This design comes from an exercise in tuning for small area and a short achievable clock period on the open sky130 flow, not from production work. The RTL was checked by simulation tests, not by an equivalence proof against the original design.

## flow/design.v (module list and top-level ports; edited modules follow where they fit)
// module fpu: 2609 lines
module fpu (clk, rst, in_valid, op_sel, rsA, rsB, out_valid, rd, exc2fsr);
  // ...
==> flow/run.sh <==
#!/bin/bash
# synth_recipe.tcl (not shown) runs the flow's synth.tcl, then flattens the netlist and writes it again
# the make line also repeats each setting of config.mk as NAME=value (left out here)
make -C /OpenROAD-flow-scripts/flow DESIGN_CONFIG=/design/flow/config.mk WORK_HOME=/design/flow/orfs CLKGATE_MAP_FILE= SYNTH_SCRIPT=/design/flow/synth_recipe.tcl finish
==> flow/config.mk <==
export PLATFORM = sky130hd
export DESIGN_NAME = fpu
export DESIGN_NICKNAME = fpu
export VERILOG_FILES = /design/flow/design.v
export SDC_FILE = /design/flow/constraint.sdc
export NUM_CORES = 4
export LEC_CHECK = 0
export ABC_AREA = 1
export CAP_MARGIN = 20
export CORE_MARGIN = 2
export CORE_UTILIZATION = 40
export SLEW_MARGIN = 20
==> flow/constraint.sdc <==
create_clock -name core_clock -period 30.0 [get_ports {clk}]
set_input_delay 6.0000 -clock core_clock [delete_from_list [all_inputs] [get_ports {clk}]]
set_output_delay 6.0000 -clock core_clock [all_outputs]
set_load 0.01 [all_outputs]
==> flow_metrics.env, run 1 <==
export IMPL_synth_compound_area_frac=0.216
export IMPL_synthesis_area_mm2=0.111
export IMPL_cap_viol_max_count=0
export IMPL_critPathSlowestCell="inv_2"
export IMPL_wl_met3_mm=39.3
export IMPL_multi_input_area_mm2=0.0773
export IMPL_inverters=2400
export IMPL_synthArstFlopShare=0
export IMPL_vias=110000
export IMPL_initial_core_util=0.402
export IMPL_clockBufferCount=167
export IMPL_synthXorXnorAreaFrac=0.106
export IMPL_dp_slack_ns=20.99
export IMPL_yosysTopAreaCellShare=0.194
export IMPL_hpwl_mm=350
export IMPL_core_region_area_mm2=0.276
export IMPL_synth_area_leaders="dfxtp_1 19%, ha_1 9.9%, nand2_1 9.7%"
export IMPL_dr_max_layer_used="met5"
export IMPL_synth_top_family_by_area="compound AO/OA/AOI/OAI gates"
export IMPL_clk_latency_ns=0.86
export IMPL_n_all_buffers=304
export IMPL_dp_cells=19400
export IMPL_seq_share=0.180
export IMPL_cts_reportedPaths_clkPinSlew_ns=0.06
export IMPL_cp_max_fo=41
export IMPL_ys_seq_area_frac=0.194
export IMPL_biggestCellCategory="multi-input combinational cells"
export IMPL_tap_cells=3705
export IMPL_viasPerCell=5.63
export IMPL_synth_enable_flop_cells=0
export IMPL_status="timing/DRC/antenna clean"
export IMPL_placed_cell_area_mm2=0.115
export IMPL_fp_dieH_um=530
export IMPL_gp_congestion=1.02
export IMPL_n_antenna_cell=10
export IMPL_synthMuxAreaShare=0.00157
==> inputs of run 2 (changes only) <==
--- a/flow/design.v
+++ b/flow/design.v
@@ -104,41 +104,34 @@
 	wire [0:0] mag_gt;
 	wire [0:0] c_lt;
 	wire [0:0] cmpbit;
 	wire [7:0] f2i_adj;
 	wire [31:0] f2i_sh;
 	wire [31:0] f2i_shs;
 	wire [31:0] f2i_res;
 	wire [31:0] i2f_abs;
-	wire [4:0] i2f_lz;
-	wire [4:0] i2f_cnt;
-	wire [31:0] i2f_mt;
 	wire [2:0] i2f_spc;
 	wire [31:0] ad_b;
 	wire [0:0] ad_agtb;
 	wire [7:0] ad_dab;
 	wire [7:0] ad_dba;
 	wire [7:0] ad_sh;
 	wire [7:0] ad_er;
-	wire [23:0] ad_big;
-	wire [23:0] ad_sml;
-	wire [23:0] ad_smls;
+	wire [22:0] ad_big;
+	wire [22:0] ad_sml;
 	wire [0:0] ad_same;
 	wire [0:0] ad_sgnb;
 	wire [9:0] m_esum;
 	wire [1:0] m_exc;
 	wire [0:0] m_sgn;
-	wire [58:0] misc1;
+	wire [72:0] misc1;
 	wire [23:0] ad2_big;
 	wire [23:0] ad2_sml;
 	wire [24:0] ad2_T;
-	wire [23:0] ad2_mag;
-	wire [24:0] ad2_sum;
-	wire [0:0] ad2_sgn;
 	wire [23:0] m_fX;
 	wire [23:0] m_fY;
 	wire [26:0] bm_y;
 	wire [25:0] bm_x;
 	wire bm_s1_0;
 	wire bm_s2_0;
 	wire bm_ng_0;
 	wire [24:0] bm_pp0;
@@ -798,41 +791,49 @@
 	wire bm_fc296;
 	wire bm_fs297;
 	wire bm_fc297;
 	wire bm_fs298;
 	wire bm_fc298;
 	wire [47:0] bm_ra;
 	wire [47:0] bm_rb;
 	wire [22:0] m_low;
-	wire [23:0] i2_mt;
-	wire [22:0] i2_man;
-	wire [7:0] i2_exp;
-	wire [31:0] i2_res;
+	wire [4:0] i2_lz;
+	wire [4:0] i2_cnt;
+	wire [31:0] i2_mt;
 	wire [66:0] misc2;
-	wire [24:0] ad3_ms;
-	wire [7:0] ad3_er;
-	wire [4:0] ad3_lz;
-	wire [23:0] ad3_mr;
-	wire [7:0] ad3_e2;
-	wire [31:0] ad3_res;
+	wire [24:0] ad3_T;
+	wire [23:0] ad3_mag;
+	wire [24:0] ad3_sum;
+	wire [0:0] ad3_sgn;
 	wire [25:0] mu_p;
 	wire [0:0] mu_or21;
 	wire [9:0] mu_es;
 	wire [0:0] mu_norm;
 	wire [9:0] mu_epn;
 	wire [22:0] mu_f;
 	wire [0:0] mu_stk;
 	wire [0:0] mu_grd;
 	wire [0:0] mu_b25;
 	wire [0:0] mu_rnd;
 	wire [32:0] mu_esr;
 	wire [1:0] mu_epx;
 	wire [1:0] mu_fx;
 	wire [31:0] mu_res;
+	wire [23:0] i2_mt3;
+	wire [22:0] i2_man;
+	wire [7:0] i2_exp;
+	wire [31:0] i2_res;
+	wire [33:0] misc3;
+	wire [24:0] ad4_ms;
+	wire [7:0] ad4_er;
+	wire [4:0] ad4_lz;
+	wire [23:0] ad4_mr;
+	wire [7:0] ad4_e2;
+	wire [31:0] ad4_res;
 	wire [31:0] rdp4;
 	wire [23:0] dv_fX;
 	wire [23:0] dv_fY;
 	wire [9:0] dv_exp;
 	wire [0:0] dv_sR;
 	wire [1:0] dv_exn;
 	wire [25:0] dv_d;
 	wire [26:0] dv_pX;
@@ -1163,16 +1164,18 @@
 	wire [0:0] f_sub;
 	wire [31:0] rd_n;
 	wire [4:0] exc_n;
 	reg [0:0] isadd_r1;
 	reg [0:0] ismul_r1;
 	reg [0:0] isi2f_r1;
 	reg [0:0] isadd_r2;
 	reg [0:0] ismul_r2;
+	reg [0:0] isi2f_r2;
+	reg [0:0] isadd_r3;
 	reg [0:0] nancmp_r1;
 	reg [0:0] nancmp_r2;
 	reg [0:0] nancmp_r3;
 	reg [0:0] nancmp_r4;
 	reg [0:0] nancmp_r5;
 	reg [0:0] nancmp_r6;
 	reg [0:0] nancmp_r7;
 	reg [0:0] nancmp_r8;
@@ -1214,18 +1217,18 @@
 	reg [0:0] issqrt_r4;
 	reg [0:0] issqrt_r5;
 	reg [0:0] issqrt_r6;
 	reg [0:0] issqrt_r7;
 	reg [0:0] issqrt_r8;
 	reg [0:0] issqrt_r9;
 	reg [0:0] issqrt_r10;
 	reg [75:0] st1;
-	wire [58:0] misc1_r1 = st1[75:17];
-	wire [58:0] st1_misc = {misc1};
+	wire [72:0] misc1_r1 = st1[75:3];
+	wire [72:0] st1_misc = {misc1};
 	wire [26:0] dv_pX_r1 = st1[26:0];
 	wire [25:0] dv_d_r1 = st1[52:27];
 	wire [3:0] dv_q9_r1 = st1[56:53];
 	wire [5:0] dv_sl9_r1 = st1[62:57];
 	wire [9:0] dv_exp_r1 = st1[72:63];
 	wire [1:0] dv_exn_r1 = st1[74:73];
 	wire [0:0] dv_sR_r1 = st1[75:75];
 	wire [75:0] st1_div = {dv_sR, dv_exn, dv_exp, dv_sl9, dv_q9, dv_d, dv_pX};
@@ -1247,16 +1250,18 @@
 	wire [0:0] dv_sR_r2 = st2[79:79];
 	wire [79:0] st2_div = {dv_sR_r1, dv_exn_r1, dv_exp_r1, dv_q9_r1, dv_sl8, dv_q8, dv_d_r1, dv_wf9};
 	wire [26:0] sq_T7_r2 = st2[26:0];
 	wire [5:0] sq_Sd6_r2 = st2[32:27];
 	wire [2:0] sq_xsR_r2 = st2[35:33];
 	wire [7:0] sq_eRn1_r2 = st2[43:36];
 	wire [43:0] st2_sqrt = {sq_eRn1_r1, sq_xsR_r1, sq_Sd6, sq_T7};
 	reg [83:0] st3;
+	wire [33:0] misc3_r3 = st3[83:50];
+	wire [33:0] st3_misc = {misc3};
 	wire [26:0] dv_wf8_r3 = st3[26:0];
 	wire [25:0] dv_d_r3 = st3[52:27];
 	wire [3:0] dv_q7_r3 = st3[56:53];
 	wire [5:0] dv_sl7_r3 = st3[62:57];
 	wire [3:0] dv_q9_r3 = st3[66:63];
 	wire [3:0] dv_q8_r3 = st3[70:67];
 	wire [9:0] dv_exp_r3 = st3[80:71];
 	wire [1:0] dv_exn_r3 = st3[82:81];
@@ -1265,18 +1270,16 @@
 	wire [5:0] sq_Rl9_r3 = st3[5:0];
 	wire [8:0] sq_Th9_r3 = st3[14:6];
 	wire [8:0] sq_Xh9_r3 = st3[23:15];
 	wire [13:0] sq_Tl9_r3 = st3[37:24];
 	wire [8:0] sq_Sd9_r3 = st3[46:38];
 	wire [2:0] sq_xsR_r3 = st3[49:47];
 	wire [7:0] sq_eRn1_r3 = st3[57:50];
 	wire [57:0] st3_sqrt = {sq_eRn1_r2, sq_xsR_r2, sq_Sd9, sq_Tl9, sq_Xh9, sq_Th9, sq_Rl9};
-	wire [31:0] rdp4_r3 = st3[83:52];
-	wire [31:0] st3_misc = {rdp4};
 	reg [87:0] st4;
 	wire [26:0] dv_wf7_r4 = st4[26:0];
 	wire [25:0] dv_d_r4 = st4[52:27];
 	wire [3:0] dv_q6_r4 = st4[56:53];
 	wire [5:0] dv_sl6_r4 = st4[62:57];
 	wire [3:0] dv_q9_r4 = st4[66:63];
 	wire [3:0] dv_q8_r4 = st4[70:67];
 	wire [3:0] dv_q7_r4 = st4[74:71];
@@ -1285,17 +1288,17 @@
 	wire [0:0] dv_sR_r4 = st4[87:87];
 	wire [87:0] st4_div = {dv_sR_r3, dv_exn_r3, dv_exp_r3, dv_q7_r3, dv_q8_r3, dv_q9_r3, dv_sl6, dv_q6, dv_d_r3, dv_wf7};
 	wire [26:0] sq_T12_r4 = st4[26:0];
 	wire [10:0] sq_Sd11_r4 = st4[37:27];
 	wire [2:0] sq_xsR_r4 = st4[40:38];
 	wire [7:0] sq_eRn1_r4 = st4[48:41];
 	wire [48:0] st4_sqrt = {sq_eRn1_r3, sq_xsR_r3, sq_Sd11, sq_T12};
 	wire [31:0] rdp4_r4 = st4[87:56];
-	wire [31:0] st4_misc = {rdp4_r3};
+	wire [31:0] st4_misc = {rdp4};
 	reg [91:0] st5;
 	wire [26:0] dv_wf6_r5 = st5[26:0];
 	wire [25:0] dv_d_r5 = st5[52:27];
 	wire [3:0] dv_q5_r5 = st5[56:53];
 	wire [5:0] dv_sl5_r5 = st5[62:57];
 	wire [3:0] dv_q9_r5 = st5[66:63];
 	wire [3:0] dv_q8_r5 = st5[70:67];
 	wire [3:0] dv_q7_r5 = st5[74:71];
@@ -1446,41 +1449,34 @@
 	assign mag_gt = a0[30:0] > b0[30:0];
 	assign c_lt = nancmp ? 1'b0 : (a_zero & b_zero) ? 1'b0 : (a0[31] != b0[31]) ? a0[31] : (~a0[31]) ? mag_lt : mag_gt;
 	assign cmpbit = (op0 == 4'd7) ? c_eq : (op0 == 4'd8) ? (~c_eq | nancmp) : (op0 == 4'd9) ? c_lt : (op0 == 4'd10) ? (c_lt | c_eq) : (op0 == 4'd11) ? (~c_lt & ~c_eq & ~nancmp) : (~c_lt | c_eq);
 	assign f2i_adj = a0[30:23] - 8'd127;
 	assign f2i_sh = {8'd0, 1'b1, a0[22:0]} >> (5'd23 - f2i_adj[4:0]);
 	assign f2i_shs = a0[31] ? (~f2i_sh + 32'd1) : f2i_sh;
 	assign f2i_res = (a0 == 32'hFF800000) ? 32'hFF800000 : (a0 == 32'h7F800000) ? 32'h7F800000 : (a0[30:23] == 8'hFF) ? 32'hFFC00000 : (a0 == 32'd0) ? 32'd0 : (a0[30:23] <= 8'd125) ? 32'd0 : (a0[30:23] == 8'd126) ? (a0[31] ? 32'hFFFFFFFF : 32'd1) : (f2i_adj > 8'd22) ? (a0[31] ? 32'hFF800000 : 32'h7F800000) : f2i_shs;
 	assign i2f_abs = a0[31] ? (~a0 + 32'd1) : a0;
-	assign i2f_lz = lzc32(i2f_abs);
-	assign i2f_cnt = i2f_lz + 5'd1;
-	assign i2f_mt = i2f_abs << i2f_cnt;
 	assign i2f_spc = (a0 == 32'hFF800000) ? 3'd1 : (a0 == 32'h7F800000) ? 3'd2 : (a0 == 32'h7FC00000) ? 3'd3 : (a0 == 32'd0) ? 3'd4 : 3'd0;
 	assign ad_b = (op0 == 4'd1) ? {~b0[31], b0[30:0]} : b0;
 	assign ad_agtb = a0[30:23] > ad_b[30:23];
 	assign ad_dab = a0[30:23] - ad_b[30:23];
 	assign ad_dba = ad_b[30:23] - a0[30:23];
 	assign ad_sh = ad_agtb ? ad_dab : ad_dba;
 	assign ad_er = ad_agtb ? a0[30:23] : ad_b[30:23];
-	assign ad_big = ad_agtb ? {1'b1, a0[22:0]} : {1'b1, ad_b[22:0]};
-	assign ad_sml = ad_agtb ? {1'b1, ad_b[22:0]} : {1'b1, a0[22:0]};
-	assign ad_smls = ad_sml >> ad_sh;
+	assign ad_big = ad_agtb ? a0[22:0] : ad_b[22:0];
+	assign ad_sml = ad_agtb ? ad_b[22:0] : a0[22:0];
 	assign ad_same = a0[31] == ad_b[31];
 	assign ad_sgnb = ad_agtb ? a0[31] : ad_b[31];
 	assign m_esum = {2'b00, xa[30:23]} + {2'b00, xb[30:23]} - 10'd127;
 	assign m_exc = mulexc({xa[33:32], xb[33:32]});
 	assign m_sgn = xa[31] ^ xb[31];
-	assign misc1 = isadd ? {2'd0, a0[31], ad_sgnb, ad_same, ad_er, ad_big, ad_smls} : ismul ? {xa[22:0], xb[22:0], m_esum, m_sgn, m_exc} : isi2f ? {19'd0, i2f_spc, a0[31], i2f_cnt, i2f_mt[31:8]} : {27'd0, (op0 == 4'd5) ? f2i_res : {31'd0, cmpbit}};
-	assign ad2_big = misc1_r1[47:24];
-	assign ad2_sml = misc1_r1[23:0];
-	assign ad2_T = {1'b0, ad2_big} + ({1'b0, ad2_sml} ^ {25{~misc1_r1[56]}}) + {24'd0, ~misc1_r1[56]};
-	assign ad2_mag = ad2_T[24] ? (~ad2_T[23:0] + 24'd1) : ad2_T[23:0];
-	assign ad2_sum = misc1_r1[56] ? ad2_T : {1'b0, ad2_mag};
-	assign ad2_sgn = (misc1_r1[56] | ad2_T[24]) ? misc1_r1[58] : misc1_r1[57];
+	assign misc1 = isadd ? {8'd0, a0[31], ad_sgnb, ad_same, ad_er, ad_sh, ad_big, ad_sml} : ismul ? {14'd0, xa[22:0], xb[22:0], m_esum, m_sgn, m_exc} : isi2f ? {37'd0, i2f_spc, a0[31], i2f_abs} : {41'd0, (op0 == 4'd5) ? f2i_res : {31'd0, cmpbit}};
+	assign ad2_big = {1'b1, misc1_r1[45:23]};
+	assign ad2_sml = {1'b1, misc1_r1[22:0]} >> misc1_r1[53:46];
+	assign ad2_T = {1'b0, ad2_big} + ({1'b0, ad2_sml} ^ {25{~misc1_r1[62]}}) + {24'd0, ~misc1_r1[62]};
 	assign m_fX = {1'b1, misc1_r1[58:36]};
 	assign m_fY = {1'b1, misc1_r1[35:13]};
 	assign bm_y = {2'b00, m_fY, 1'b0};
 	assign bm_x = {1'b0, m_fX, 1'b0};
 	assign bm_s1_0 = bm_y[1] ^ bm_y[0];
 	assign bm_s2_0 = (bm_y[2] & ~bm_y[1] & ~bm_y[0]) | (~bm_y[2] & bm_y[1] & bm_y[0]);
 	assign bm_ng_0 = bm_y[2];
 	assign bm_pp0 = ({25{bm_s1_0}} & bm_x[25:1] | {25{bm_s2_0}} & bm_x[24:0]) ^ {25{bm_ng_0}};
@@ -2140,42 +2136,50 @@
 	assign bm_fc296 = (bm_fc250 & bm_fs251) | (bm_fc250 & bm_pp12[21]) | (bm_fs251 & bm_pp12[21]);
 	assign bm_fs297 = bm_fc251 ^ bm_hs252 ^ 1'b1;
 	assign bm_fc297 = (bm_fc251 & bm_hs252) | (bm_fc251 & 1'b1) | (bm_hs252 & 1'b1);
 	assign bm_fs298 = bm_hc252 ^ bm_nsg_11 ^ bm_pp12[23];
 	assign bm_fc298 = (bm_hc252 & bm_nsg_11) | (bm_hc252 & bm_pp12[23]) | (bm_nsg_11 & bm_pp12[23]);
 	assign bm_ra = {bm_fc297, bm_fc296, bm_fc295, bm_fc294, bm_fc293, bm_fc292, bm_fc291, bm_fc290, bm_fc289, bm_fc288, bm_fc287, bm_fc286, bm_fc285, bm_fc284, bm_fc283, bm_fc282, bm_fc281, bm_fc280, bm_fc279, bm_fc278, bm_fc277, bm_fc276, bm_fc275, bm_fc274, bm_fc273, bm_fc272, bm_fc271, bm_fc270, bm_fc269, bm_fc268, bm_fc267, bm_fc266, bm_fc265, bm_fc264, bm_fc263, bm_fc262, bm_fc261, bm_fc260, bm_fc259, bm_fc258, bm_fc257, bm_fc256, bm_fc255, bm_hc254, bm_hc253, bm_hs253, bm_pp0[1], bm_pp0[0]};
 	assign bm_rb = {bm_fs298, bm_fs297, bm_fs296, bm_fs295, bm_fs294, bm_fs293, bm_fs292, bm_fs291, bm_fs290, bm_fs289, bm_fs288, bm_fs287, bm_fs286, bm_fs285, bm_fs284, bm_fs283, bm_fs282, bm_fs281, bm_fs280, bm_fs279, bm_fs278, bm_fs277, bm_fs276, bm_fs275, bm_fs274, bm_fs273, bm_fs272, bm_fs271, bm_fs270, bm_fs269, bm_fs268, bm_fs267, bm_fs266, bm_fs265, bm_fs264, bm_fs263, bm_fs262, bm_fs261, bm_fs260, bm_fs259, bm_fs258, bm_fs257, bm_fs256, bm_fs255, bm_hs254, bm_ng_1, 1'b0, bm_ng_0};
 	assign m_low = {1'b0, bm_ra[21:0]} + {1'b0, bm_rb[21:0]};
-	assign i2_mt = misc1_r1[23:0];
-	assign i2_man = i2_mt[23:1] + {22'd0, i2_mt[0]};
-	assign i2_exp = 8'd159 - {3'd0, misc1_r1[28:24]};
-	assign i2_res = (misc1_r1[32:30] == 3'd1) ? 32'hFF800000 : (misc1_r1[32:30] == 3'd2) ? 32'h7F800000 : (misc1_r1[32:30] == 3'd3) ? 32'h7FC00000 : (misc1_r1[32:30] == 3'd4) ? 32'd0 : {misc1_r1[29], i2_exp, i2_man};
-	assign misc2 = isadd_r1 ? {33'd0, ad2_sgn, misc1_r1[55:48], ad2_sum} : ismul_r1 ? {bm_ra[47:22], bm_rb[47:22], m_low[22], m_low[21:0] != 22'd0, misc1_r1[12:0]} : {35'd0, isi2f_r1 ? i2_res : misc1_r1[31:0]};
-	assign ad3_ms = misc2_r2[24] ? {1'b0, misc2_r2[24:1]} : misc2_r2[24:0];
-	assign ad3_er = misc2_r2[24] ? (misc2_r2[32:25] + 8'd1) : misc2_r2[32:25];
-	assign ad3_lz = lzc24(ad3_ms[23:0]);
-	assign ad3_mr = ad3_ms[23:0] << ad3_lz;
-	assign ad3_e2 = ad3_er - {3'd0, ad3_lz};
-	assign ad3_res = ((ad3_ms[23:0] == 24'd0) || (ad3_e2 == 8'd1 && ad3_mr == 24'h800000)) ? 32'd0 : {misc2_r2[33], ad3_e2, ad3_mr[22:0]};
+	assign i2_lz = lzc32(misc1_r1[31:0]);
+	assign i2_cnt = i2_lz + 5'd1;
+	assign i2_mt = misc1_r1[31:0] << i2_cnt;
+	assign misc2 = isadd_r1 ? {31'd0, misc1_r1[64:62], misc1_r1[61:54], ad2_T} : ismul_r1 ? {bm_ra[47:22], bm_rb[47:22], m_low[22], m_low[21:0] != 22'd0, misc1_r1[12:0]} : isi2f_r1 ? {34'd0, misc1_r1[35:32], i2_cnt, i2_mt[31:8]} : {35'd0, misc1_r1[31:0]};
+	assign ad3_T = misc2_r2[24:0];
+	assign ad3_mag = ad3_T[24] ? (~ad3_T[23:0] + 24'd1) : ad3_T[23:0];
+	assign ad3_sum = misc2_r2[33] ? ad3_T : {1'b0, ad3_mag};
+	assign ad3_sgn = (misc2_r2[33] | ad3_T[24]) ? misc2_r2[35] : misc2_r2[34];
 	assign mu_p = misc2_r2[66:41] + misc2_r2[40:15] + {25'd0, misc2_r2[14]};
 	assign mu_or21 = misc2_r2[13];
 	assign mu_es = misc2_r2[12:3];
 	assign mu_norm = mu_p[25];
 	assign mu_epn = mu_es + {9'd0, mu_norm};
 	assign mu_f = mu_norm ? mu_p[24:2] : mu_p[23:1];
 	assign mu_stk = mu_norm ? mu_p[1] : mu_p[0];
 	assign mu_grd = mu_norm ? (mu_p[0] | mu_or21) : mu_or21;
 	assign mu_b25 = mu_norm ? mu_p[2] : mu_p[1];
 	assign mu_rnd = mu_stk & (mu_grd | mu_b25);
 	assign mu_esr = {mu_epn, mu_f} + {32'd0, mu_rnd};
 	assign mu_epx = (mu_esr[32:31] == 2'b00) ? 2'b01 : (mu_esr[32:31] == 2'b01) ? 2'b10 : 2'b00;
 	assign mu_fx = (misc2_r2[1:0] == 2'b11 || misc2_r2[1:0] == 2'b10 || misc2_r2[1:0] == 2'b00) ? misc2_r2[1:0] : mu_epx;
 	assign mu_res = flo2fp32({mu_fx, misc2_r2[2], mu_esr[30:0]});
-	assign rdp4 = isadd_r2 ? ad3_res : ismul_r2 ? mu_res : misc2_r2[31:0];
+	assign i2_mt3 = misc2_r2[23:0];
+	assign i2_man = i2_mt3[23:1] + {22'd0, i2_mt3[0]};
+	assign i2_exp = 8'd159 - {3'd0, misc2_r2[28:24]};
+	assign i2_res = (misc2_r2[32:30] == 3'd1) ? 32'hFF800000 : (misc2_r2[32:30] == 3'd2) ? 32'h7F800000 : (misc2_r2[32:30] == 3'd3) ? 32'h7FC00000 : (misc2_r2[32:30] == 3'd4) ? 32'd0 : {misc2_r2[29], i2_exp, i2_man};
+	assign misc3 = isadd_r2 ? {ad3_sgn, misc2_r2[32:25], ad3_sum} : {2'd0, ismul_r2 ? mu_res : isi2f_r2 ? i2_res : misc2_r2[31:0]};
+	assign ad4_ms = misc3_r3[24] ? {1'b0, misc3_r3[24:1]} : misc3_r3[24:0];
+	assign ad4_er = misc3_r3[24] ? (misc3_r3[32:25] + 8'd1) : misc3_r3[32:25];
+	assign ad4_lz = lzc24(ad4_ms[23:0]);
+	assign ad4_mr = ad4_ms[23:0] << ad4_lz;
+	assign ad4_e2 = ad4_er - {3'd0, ad4_lz};
+	assign ad4_res = ((ad4_ms[23:0] == 24'd0) || (ad4_e2 == 8'd1 && ad4_mr == 24'h800000)) ? 32'd0 : {misc3_r3[33], ad4_e2, ad4_mr[22:0]};
+	assign rdp4 = isadd_r3 ? ad4_res : misc3_r3[31:0];
 	assign dv_fX = {1'b1, xa[22:0]};
 	assign dv_fY = {1'b1, xb[22:0]};
 	assign dv_exp = {2'b00, xa[30:23]} - {2'b00, xb[30:23]};
 	assign dv_sR = xa[31] ^ xb[31];
 	assign dv_exn = divexn({xa[33:32], xb[33:32]});
 	assign dv_d = (dv_fY[22:21] == 2'b00) ? ({1'b0, dv_fY, 1'b0} + {dv_fY, 2'b00}) : (dv_fY[22:21] == 2'b01) ? ({2'b00, dv_fY} + {dv_fY, 2'b00}) : {dv_fY, 2'b00};
 	assign dv_pX = (dv_fY[22:21] == 2'b00) ? ({2'b00, dv_fX, 1'b0} + {1'b0, dv_fX, 2'b00}) : (dv_fY[22:21] == 2'b01) ? ({3'b000, dv_fX} + {1'b0, dv_fX, 2'b00}) : {1'b0, dv_fX, 2'b00};
 	assign dv_q9 = srtsel({2'b00, dv_pX[26:24], dv_d[23:22]});
@@ -2520,16 +2524,18 @@
 		exc2fsr <= exc_n;
 	end
 	always @(posedge clk) begin
 		isadd_r1 <= isadd;
 		ismul_r1 <= ismul;
 		isi2f_r1 <= isi2f;
 		isadd_r2 <= isadd_r1;
 		ismul_r2 <= ismul_r1;
+		isi2f_r2 <= isi2f_r1;
+		isadd_r3 <= isadd_r2;
 		nancmp_r1 <= nancmp;
 		nancmp_r2 <= nancmp_r1;
 		nancmp_r3 <= nancmp_r2;
 		nancmp_r4 <= nancmp_r3;
 		nancmp_r5 <= nancmp_r4;
 		nancmp_r6 <= nancmp_r5;
 		nancmp_r7 <= nancmp_r6;
 		nancmp_r8 <= nancmp_r7;
@@ -2570,25 +2576,25 @@
 		issqrt_r3 <= issqrt_r2;
 		issqrt_r4 <= issqrt_r3;
 		issqrt_r5 <= issqrt_r4;
 		issqrt_r6 <= issqrt_r5;
 		issqrt_r7 <= issqrt_r6;
 		issqrt_r8 <= issqrt_r7;
 		issqrt_r9 <= issqrt_r8;
 		issqrt_r10 <= issqrt_r9;
-		st1[16:0] <= isdiv ? st1_div[16:0] : st1_sqrt[16:0];
-		st1[40:17] <= isdiv ? st1_div[40:17] : issqrt ? st1_sqrt[40:17] : st1_misc[23:0];
-		st1[75:41] <= isdiv ? st1_div[75:41] : st1_misc[58:24];
+		st1[2:0] <= isdiv ? st1_div[2:0] : st1_sqrt[2:0];
+		st1[40:3] <= isdiv ? st1_div[40:3] : issqrt ? st1_sqrt[40:3] : st1_misc[37:0];
+		st1[75:41] <= isdiv ? st1_div[75:41] : st1_misc[72:38];
 		st2[12:0] <= isdiv_r1 ? st2_div[12:0] : st2_sqrt[12:0];
 		st2[43:13] <= isdiv_r1 ? st2_div[43:13] : issqrt_r1 ? st2_sqrt[43:13] : st2_misc[30:0];
 		st2[79:44] <= isdiv_r1 ? st2_div[79:44] : st2_misc[66:31];
-		st3[51:0] <= isdiv_r2 ? st3_div[51:0] : st3_sqrt[51:0];
-		st3[57:52] <= isdiv_r2 ? st3_div[57:52] : issqrt_r2 ? st3_sqrt[57:52] : st3_misc[5:0];
-		st3[83:58] <= isdiv_r2 ? st3_div[83:58] : st3_misc[31:6];
+		st3[49:0] <= isdiv_r2 ? st3_div[49:0] : st3_sqrt[49:0];
+		st3[57:50] <= isdiv_r2 ? st3_div[57:50] : issqrt_r2 ? st3_sqrt[57:50] : st3_misc[7:0];
+		st3[83:58] <= isdiv_r2 ? st3_div[83:58] : st3_misc[33:8];
 		st4[48:0] <= isdiv_r3 ? st4_div[48:0] : st4_sqrt[48:0];
 		st4[55:49] <= st4_div[55:49];
 		st4[87:56] <= isdiv_r3 ? st4_div[87:56] : st4_misc[31:0];
 		st5[50:0] <= isdiv_r4 ? st5_div[50:0] : st5_sqrt[50:0];
 		st5[59:51] <= st5_div[59:51];
 		st5[91:60] <= isdiv_r4 ? st5_div[91:60] : st5_misc[31:0];
 		st6[52:0] <= isdiv_r5 ? st6_div[52:0] : st6_sqrt[52:0];
 		st6[63:53] <= st6_div[63:53];
==> run 2 against run 1 <==
  * Core utilization fell by 0.11 points
  * Die area is 4.6% higher
  * Clock skew rose by 0.081 ns
  * Critical path type is now in -> reg
==> flow_metrics.env, run 2 <==
export IMPL_status="timing/DRC/antenna clean"
export IMPL_fill_cells=30500
export IMPL_max_clock_freq_mhz=123
export IMPL_synthArstFlopShare=0
export IMPL_placed_cell_area_mm2=0.120
export IMPL_grt_max_degree=102
export IMPL_ys_top_cells_by_count="3616 x nand2_1, 2178 x inv_1, 1506 x o21ai_0"
export IMPL_nNetsFinal=18400
export IMPL_ctsHoldBuffers=0
export IMPL_cts_htree_levels=3
export IMPL_setup_viol=0
export IMPL_gr_total_overflow=0
export IMPL_layout_min_cycle_time_ns=8.13
export IMPL_viasPerCell=5.75
export IMPL_maxSlewViolCount=0
export IMPL_routedWlPerCell_um=23.1
export IMPL_die_w_um=543
export IMPL_synth_nets=18800
export IMPL_synthMuxAreaShare=0.000712
export IMPL_synth_enable_flop_cells=0
export IMPL_final_cell_mix="3614 x nand2_1, 2170 x inv_1, 1505 x o21ai_0, 1283 x a21oi_1, 1065 x dfxtp_1"
export IMPL_dieArea_mm2=0.294
export IMPL_io_pins=109
export IMPL_hold_viol_final=0
export IMPL_grt_pass1_wl_mm=711
export IMPL_layout_commonest_cell="nand2_1"
export IMPL_skew_ns=0.162
export IMPL_largest_reg_flops=106
export IMPL_timing_slew_headroom=0.232
export IMPL_hpwl_mm=373
export IMPL_gp_congestion=1.03
export IMPL_crit_start="rsA[28]"
export IMPL_tritoncts="yes"
export IMPL_synth_seq_cells=1076
export IMPL_clkSinkCount=1076
export IMPL_synthCells=17300
export IMPL_reg_largest_list="st9 (106), st8 (103), st7 (100)"
export IMPL_synth_adder_area_share=0.177
export IMPL_period_share=0.271
export IMPL_cap_viol_max_count=0
export IMPL_synthToLayoutAreaGrowth_pct=7.40
export IMPL_ys_flop_type="dfxtp_1"
export IMPL_hold_ws_ns=0.252
export IMPL_cts_resized=0
export IMPL_cts_made_buffers=124
export IMPL_dp_cells=20600
export IMPL_clock_path_buffers=4
export IMPL_yosys_area_top_type="dfxtp_1"
export IMPL_layout_cells_non_filler=20900
export IMPL_synth_compound_area_frac=0.209
export IMPL_syn_avg_cell_area_um2=6.69
export IMPL_yosysTopAreaCellShare=0.186
export IMPL_drc=0
export IMPL_wirelength_mm=481
export IMPL_yosysMostFrequentCell="nand2_1"
export IMPL_core_region_area_mm2=0.288
export IMPL_crit_path_frequent_cell="nand2_1"
export IMPL_yosys_area_share_simple=0.224
export IMPL_top_register="st9"
export IMPL_tightest_slew_ns=1.15
export IMPL_vias=120000
export IMPL_dr_pass1_iters=7
export IMPL_worst_setup_path_end_kind="flip-flop"
export IMPL_antenna_found_initial=26
export IMPL_synthXorXnorAreaFrac=0.101
export IMPL_fin_setup_tns_ns=0
export IMPL_r2r_end="st2[26]$_DFF_P_"
export IMPL_r2r_slack_ns=21.98
export IMPL_crit_chain="clkdlybuf4s50_1, nor4_1, nand2_1, nor3_1, nand2_1, inv_1, o21ai_0"
export IMPL_clk_latency_ns=0.98
export IMPL_drtAntennaViolNets=0
export IMPL_critPathSlowestCell="inv_1"
export IMPL_cp_max_fo=23
export IMPL_cts_setup_buffers=0
export IMPL_cts_reportedPaths_clkPinSlew_ns=0.06
export IMPL_cpPeakStageDelay_ns=0.67
export IMPL_cts_root_buffer="clkbuf_16"
export IMPL_critical_path_required_ns=30.67
export IMPL_grt_pass1_vias=110000
export IMPL_synthesis_area_mm2=0.116
export IMPL_port_buffers=108
export IMPL_crit_arrival_ns=8.80
export IMPL_drt_iter0_drc=13500
export IMPL_utilization=0.432
export IMPL_ys_seq_area_frac=0.186
export IMPL_rr_startpoint="st1[17]$_DFF_P_"
export IMPL_drive_gt1_frac=0.0415
export IMPL_hold_path_class="reg -> reg"
export IMPL_synth_area_leaders="dfxtp_1 19%, nand2_1 12%, ha_1 9.5%"
export IMPL_crit_type="in -> reg"
export IMPL_start_kind="input port"
export IMPL_synth_top_family_by_area="simple AND/OR/NAND/NOR gates"
export IMPL_rsz0062_at_grt="no"
export IMPL_row_count=197
export IMPL_fp_dieH_um=543
export IMPL_reg2regPathDepth=28
export IMPL_final_area_mm2=0.125
export IMPL_initial_core_util=0.402
export IMPL_yosysWarnings=1
export IMPL_ys_types=86
export IMPL_grt_usage=0.316
export IMPL_critPathCapture="xa0[2]$_DFF_P_"
-- run 2: cell types whose count changed after synthesis, sizes merged, moves of 17 or more --
cell    delta
xnor2     -18
nand2    +773
inv      -129
o221ai    +17
xor2      +18
nand3    +246
nand4     +55
nor2     +119
buf       +42
a21oi    +125
a21boi    +25
o21ai     -39
nor3      +25
-- run 2: how the worst min path moves through the flow --
stage / start / endpoint / slack (ns) / cells past startpoint
after global placement: st4[84]$_DFF_P_ / st5[88]$_DFF_P_ / 0.31 / 0
after global routing: st5[80]$_DFF_P_ / st6[84]$_DFF_P_ / 0.24 / 0
after CTS: st5[80]$_DFF_P_ / st6[84]$_DFF_P_ / 0.25 / 0
after floorplan: dvx_r9$_DFF_P_ / dvx_r10$_DFF_P_ / 0.31 / 0
final: st5[80]$_DFF_P_ / st6[84]$_DFF_P_ / 0.25 / 0
after detailed placement: st6[86]$_DFF_P_ / st7[90]$_DFF_P_ / 0.31 / 0
-- run 2: worst max-delay path, delay by kind of cell --
kind                   cells  cell delay [ns]
buffers and inverters      2             1.12
AOI/OAI and AO/OA          1             0.19
and+or+nand+nor            4             1.48
-- run 2: routing by layer --
| metal | part of all wire | vias to the layer above | track usage |
|---|---|---|---|
| li1 | - | 56900 | - |
| met4 | 0.047 | 16 | 0.129 |
| met2 | 0.43 | 5806 | 0.482 |
| met1 | 0.43 | 56100 | 0.432 |
| met3 | 0.096 | 1062 | 0.0627 |
| met5 | 0.00023 | - | 0 |
-- run 2: logic make-up (layout without fill, tap and decap cells) --
group,after synthesis,in the layout
simple gates,6199,6199
compound gates,4251,4251
buf+inv,3103,2839
fa+ha+maj,1356,1356
xor+xnor,1342,1342
flops,1076,1076
mux,8,8
other cells,0,10
-- run 2: layout make-up --
class	instances	area [µm²]	area share
Multi-Input combinational cell	13200	82700	0.663
Tap cell	3781	4730	0.0380
Inverter	2278	8550	0.0686
Clock buffer	147	3340	0.0268
Antenna cell	10	25.0	0.000201
Sequential cell	1076	21600	0.173
Clock inverter	82	988	0.00793
Timing Repair Buffer	332	2760	0.0222
-- run 2: per-stage QoR --
step	setup slack, ns
2_1_floorplan	22.77
3_3_place_gp	20.92
3_5_place_dp	20.96
4_1_cts	21.84
5_1_grt	21.51
6_report	21.87

-- what the ideal ports hide --
The results above use ideal ports. As a check the final layouts listed here were re-extracted and re-timed, cells and wires unchanged.
Step 1 (the two cells are an assumption about what drives the block):
set clk [get_ports {clk}]
set_driving_cell -lib_cell sky130_fd_sc_hd__clkbuf_16 $clk
set_driving_cell -lib_cell sky130_fd_sc_hd__buf_2 [delete_from_list [all_inputs] $clk]
Step 2 times the ports against the registers' clock, not the clock port: input delays grow and output delays shrink by t, the midpoint of the rising clock arrivals with the driver on.
a / b / c = no drivers / after step 1 / after step 2; a / b = the first two.
| run | shift t [ns] | slack for setup (ns) | worst hold slack (ns) | worst setup path after step 2 | worst register clock-pin slew, ns |
|---|---|---|---|---|---|
| run 1 | 0.924 | 20.781 / 20.781 / 20.781 | 0.302 / 0.302 / 0.302 | register to register | 0.07 / 0.07 |
| run 2 | 0.997 | 21.871 / 21.953 / 20.956 | 0.252 / 0.252 / 0.252 | input to register | 0.09 / 0.09 |
After both steps setup and hold are still met in every run listed. For run 2, which loses most, drivers alone change the setup slack by +0.082 ns; drivers and shift together by -0.915 ns.
